From an optimization exercise on the open Yosys and OpenROAD flow, aimed at small area; shortcuts taken in it are not production practice.
Power is estimated from default activity; no workload was simulated.

==> flow/design.v <==
`timescale 1ns / 1ps
module home_automation (
    input clk,
    input rst,
    output trig,
    input echo,
    output scl,
    input sda_i,
    output sda_o,
    input [3:0] sw,
    output [2:0] led,
    output [7:0] temp
);
    reg [14:0] tl;
    reg trig_r;
    wire tl_s = (tl == 15'h24f5);
    wire tl_c = (tl == 15'h74ac);
    always @(posedge clk or posedge rst) begin
        if (rst) begin
            tl <= 15'h24f5;
            trig_r <= 0;
        end else begin
            tl <= {tl[13:0], ~(tl[14] ^ tl[13]) ^ tl_s};
            trig_r <= tl_s | (trig_r & !tl_c);
        end
    end
    assign trig = trig_r;
    reg meas;
    reg [5:0] dur;
    reg dvalid;
    reg near;
    reg far;
    always @(posedge clk or posedge rst) begin
        if (rst) begin
            meas <= 0;
            dvalid <= 0;
            near <= 1;
        end else begin
            meas <= echo;
            if (!echo && meas) begin
                dvalid <= 1;
                near <= !far;
            end
        end
    end
    always @(posedge clk) begin
        dur <= (echo && !meas) ? 6'd0 : {dur[4:0], ~(dur[5] ^ dur[4])};
        far <= !(echo && !meas) && (far || dur == 6'h2a);
    end
    localparam [2:0] S_IDLE = 3'b000, S_START = 3'b001, S_RS = 3'b010, S_STOP = 3'b011,
                     S_SA = 3'b100, S_SR = 3'b101, S_RA = 3'b110, S_RD = 3'b111;
    reg [2:0] state;
    reg [4:0] dc;
    reg [2:0] bc;
    reg [2:0] bn;
    reg cal_done;
    reg scl_out, sda_out;
    reg [4:0] tempr;
    wire bus = state[2];
    wire tick = bus && dc[1];
    wire idle = (state == S_IDLE);
    wire iblk = idle && (dc == 5'd31);
    wire wdone = idle ? (bn == 3'd5 && bc == 3'd1 && dc == 5'd16) : (dc[4] & dc[2]);
    wire rd = (state == S_RD);
    wire sample = rd && tick && scl_out;
    wire adv = rd && tick && !scl_out;
    wire bdec = tick && !scl_out;
    wire bend = bdec && (bc == 3'd0);
    wire [7:0] sdata = (state == S_SA) ? 8'hDC : (cal_done ? 8'hFA : 8'h88);
    always @(posedge clk or posedge rst) begin
        if (rst) begin
            state <= S_IDLE;
            scl_out <= 1;
            sda_out <= 1;
            dc <= 0;
            bc <= 3'd7;
            bn <= 3'd6;
            cal_done <= 0;
        end else begin
            dc <= (bus ? dc[1] : wdone) ? 5'd0 : dc + 1'b1;
            if (tick) scl_out <= ~scl_out;
            if (bdec || iblk) bc <= bc - 1'b1;
            else if (state == S_START && wdone) bc <= 3'd7;
            if (tick && scl_out && !state[1]) sda_out <= sdata[bc];
            if (!bus && wdone) begin
                case (state)
                    S_IDLE: state <= S_START;
                    S_START: begin state <= S_SA; sda_out <= 0; end
                    S_RS: begin state <= S_RA; sda_out <= 1; end
                    default: begin state <= S_IDLE; sda_out <= 0; scl_out <= 0; end
                endcase
            end
            if (bend) bn <= (state == S_RA) ? {1'b0, cal_done, cal_done} : bn + 1'b1;
            else if (iblk && bc == 3'd0) bn <= bn + 1'b1;
            if (bend) begin
                case (state)
                    S_SA: state <= S_SR;
                    S_SR: state <= S_RS;
                    S_RA: state <= S_RD;
                    default: if (bn == 3'd5) begin
                        state <= S_STOP;
                        cal_done <= 1;
                    end
                endcase
            end
        end
    end
    assign scl = scl_out;
    assign sda_o = sda_out;
    reg [15:0] t1r, t2r, t3r;
    reg [31:0] p;
    reg [20:0] x;
    wire [15:0] t2 = {t2r[7:0], t2r[15:8]};
    wire ph0 = rd && tick && (cal_done ? (bn == 3'd3) : (bn == 3'd4)) && (bc[2] || (bc == 3'd3 && scl_out));
    wire lo = sample && (cal_done ? (bn == 3'd4) : (bn == 3'd5));
    wire hi = sample && cal_done && (bn == 3'd5);
    wire shr8 = adv && cal_done && (bn == 3'd4) && (bc == 0);
    wire cap = sample && (bc == 0) && (bn == 3'd5);
    wire cph = (rd && !scl_out && bc == 0 && bn == 3'd5) ||
               ((state == S_STOP) && !dc[4] && !(dc[3] && dc[2] && (dc[1] || dc[0])));
    wire dsum = (state == S_STOP) && (dc[4:0] == 5'd13);
    wire dstep = (state == S_STOP) && (dc[4:0] >= 5'd14) && (dc[4:0] <= 5'd18);
    wire last = (state == S_STOP) && dc[4] && dc[2];
    wire t1bit = t1r[7] && !(lo && bc == 0);
    wire rbit = lo && cal_done && sda_i;
    wire dig_en = (ph0 || lo) && (t1bit ^ rbit);
    wire dig_neg = (ph0 || lo) && t1bit && !rbit;
    wire dig_pos = (ph0 || lo) && !t1bit && rbit;
    wire dq = (p[9:0] >= 10'd400);
    reg [34:0] yv;
    always @(*) begin
        yv = 35'd0;
        if (ph0 || lo) yv[31:0] = {{16{dig_neg}}, (t2 & {16{dig_pos}}) | (~t2 & {16{dig_neg}})};
        if (hi && sda_i) yv[23:8] = t2;
        if (cph && t3r[7]) yv[20:0] = x;
        if (dsum) yv[33:13] = x;
        if (dstep && dq) yv[9:0] = 10'd225;
    end
    wire [34:0] av = {2'b00, p, 1'b0};
    wire [35:0] cy;
    wire [34:0] s;
    assign cy[0] = dig_neg;
    genvar gi;
    generate
        for (gi = 0; gi < 35; gi = gi + 1) begin : rca
            assign s[gi] = av[gi] ^ yv[gi] ^ cy[gi];
            assign cy[gi + 1] = (av[gi] & yv[gi]) | (av[gi] & cy[gi]) | (yv[gi] & cy[gi]);
        end
    endgenerate
    wire step = ph0 || lo || hi || cph || dstep;
    wire pclr = (state == S_IDLE) || cap;
    wire pen = pclr || shr8 || dsum || step;
    wire [31:0] pd = shr8 ? {8'd0, p[31:8]} : ({32{!pclr}} & (dsum ? {s[31:10], s[34:25]} : s[31:0]));
    always @(posedge clk) begin
        if (pen) p <= pd;
        if (cap) x <= s[31:11];
        if (sample && !cal_done && bn[2:1] == 2'b00) t1r <= {t1r[14:0], sda_i};
        else if (ph0 || (lo && bc != 0)) t1r <= {t1r[14:0], t1r[15]};
        if (sample && !cal_done && bn[2:1] == 2'b01) t2r <= {t2r[14:0], sda_i};
        if (sample && !cal_done && bn[2:1] == 2'b10) t3r <= {t3r[14:0], sda_i};
        else if (cph) t3r <= {t3r[14:0], t3r[15]};
    end
    always @(posedge clk or posedge rst) begin
        if (rst) tempr <= 0;
        else if (last) tempr <= p[4:0];
    end
    assign temp = {3'b000, tempr};
    reg code_ok;
    reg [14:0] bl;
    reg bh;
    reg blink_r;
    reg light_r, fan_r;
    always @(posedge clk or posedge rst) begin
        if (rst) code_ok <= 0;
        else code_ok <= (sw == 4'b1010);
    end
    wire bl_e = (bl == 15'h24f5);
    wire bl_h = (bl == 15'h7843);
    always @(posedge clk or posedge rst) begin
        if (rst) begin
            bl <= 15'h49eb;
            bh <= 1;
            blink_r <= 0;
        end else begin
            blink_r <= !code_ok && bh;
            if (!code_ok) begin
                bl <= {bl[13:0], ~(bl[14] ^ bl[13]) ^ bl_e};
                if (bl_h) bh <= 0;
                else if (bl_e) bh <= 1;
            end
        end
    end
    always @(posedge clk or posedge rst) begin
        if (rst) begin
            light_r <= 0;
            fan_r <= 0;
        end else begin
            if (dvalid && near && code_ok) begin
                light_r <= 1;
                fan_r <= 1;
            end else begin
                light_r <= 0;
            end
            if (tempr > 5'd25 && code_ok) fan_r <= 1;
            else if (!near) fan_r <= 0;
        end
    end
    assign led = {blink_r, fan_r, light_r};
endmodule
Settings: LEC_CHECK=0, CAP_MARGIN=20, CORE_MARGIN=2, CORE_UTILIZATION=65, CTS_BUF_LIST=sky130_fd_sc_hd__clkbuf_8, CTS_CLUSTER_DIAMETER=300, CTS_CLUSTER_SIZE=40, SLEW_MARGIN=20; clock period 30.0 ns.
standard.sh (not shown) runs the stock make flow with config.mk's settings and CLKGATE_MAP_FILE= SYNTH_SCRIPT=/design/flow/synth_recipe.tcl, a recipe that flattens the netlist after the stock synthesis.
==> flow/flow/run.sh <==
#!/bin/bash
export BUFFER_PORTS_ARGS="-buffer_cell sky130_fd_sc_hd__buf_1"
export CTS_ARGS="-dont_use_dummy_load -buf_list sky130_fd_sc_hd__clkbuf_8 -repair_clock_nets"
bash standard.sh > standard_flow.log 2>&1
Change:
--- a/flow/design.v
+++ b/flow/design.v
@@ -14,13 +14,13 @@
     reg [14:0] tl;
     reg trig_r;
-    wire tl_s = (tl == 15'h24f5);
-    wire tl_c = (tl == 15'h74ac);
-    always @(posedge clk or posedge rst) begin
-        if (rst) begin
-            tl <= 15'h24f5;
+    wire tl_z = (tl == 15'h0000);
+    wire tl_e = (tl == 15'h46c7);
+    always @(posedge clk or posedge rst) begin
+        if (rst) begin
+            tl <= 0;
             trig_r <= 0;
         end else begin
-            tl <= {tl[13:0], ~(tl[14] ^ tl[13]) ^ tl_s};
-            trig_r <= tl_s | (trig_r & !tl_c);
+            tl <= {tl[13] ^ tl_e, tl[12:0], ~(tl[14] ^ tl[9] ^ tl[6] ^ tl[4])};
+            trig_r <= tl_z | (trig_r & !tl_e);
         end
     end
@@ -176,8 +176,9 @@
     end
     wire bl_e = (bl == 15'h24f5);
-    wire bl_h = (bl == 15'h7843);
-    always @(posedge clk or posedge rst) begin
-        if (rst) begin
-            bl <= 15'h49eb;
+    wire bl_h = (bl == 15'h495d);
+    wire bl_w = (bl == 15'h4000);
+    always @(posedge clk or posedge rst) begin
+        if (rst) begin
+            bl <= 0;
             bh <= 1;
             blink_r <= 0;
@@ -187,5 +188,5 @@
                 bl <= {bl[13:0], ~(bl[14] ^ bl[13]) ^ bl_e};
                 if (bl_h) bh <= 0;
-                else if (bl_e) bh <= 1;
+                else if (bl_w) bh <= 1;
             end
         end
The changed run passed the timing, DRC and antenna checks. Clock-buffer cell count does not change. Worst setup slack improves by 290 ps. Total power decreases by about 1.7%. Wire length rises by about 1.4%. Via count goes up by 3.1%. Final cell count increases by about 2%. Design area went up by 0.60%. Critical path depth goes down by 2. Maximum frequency grows by about 1.5%. Area after synthesis is higher by 0.71%.
No functional check of the RTL was part of any run of this note.

## static timing again, ports no longer ideal
No port has a modelled driver above. Below, the same layouts with a new extraction and two added sets of constraints.
Step 1 (the two cells are an assumption about what drives the block):
set clk [get_ports {clk}]
set_driving_cell -lib_cell sky130_fd_sc_hd__clkbuf_16 $clk
set_driving_cell -lib_cell sky130_fd_sc_hd__buf_2 [delete_from_list [all_inputs] $clk]
Step 2 adds t to the input delays and takes it off the output delays; t is the mean of the earliest and latest rising clock arrival at the registers after step 1. Input paths then give back, and output paths get back, about the clock's delay inside the block.
Slacks: no drivers / after step 1 / after step 2; pairs: no drivers / after step 1.
run | shift t [ns] | slack for setup (ns) | hold WS [ns]
the first run | 0.480 | 10.103 / 10.117 / 9.636 | 0.368 / 0.368 / 0.368
the second run | 0.479 | 10.391 / 10.410 / 9.931 | 0.366 / 0.366 / 0.366
After both steps setup and hold are still met in every run listed. The setup slack of the first run, which loses most, moves by +0.014 ns with the drivers and by -0.467 ns with both steps.
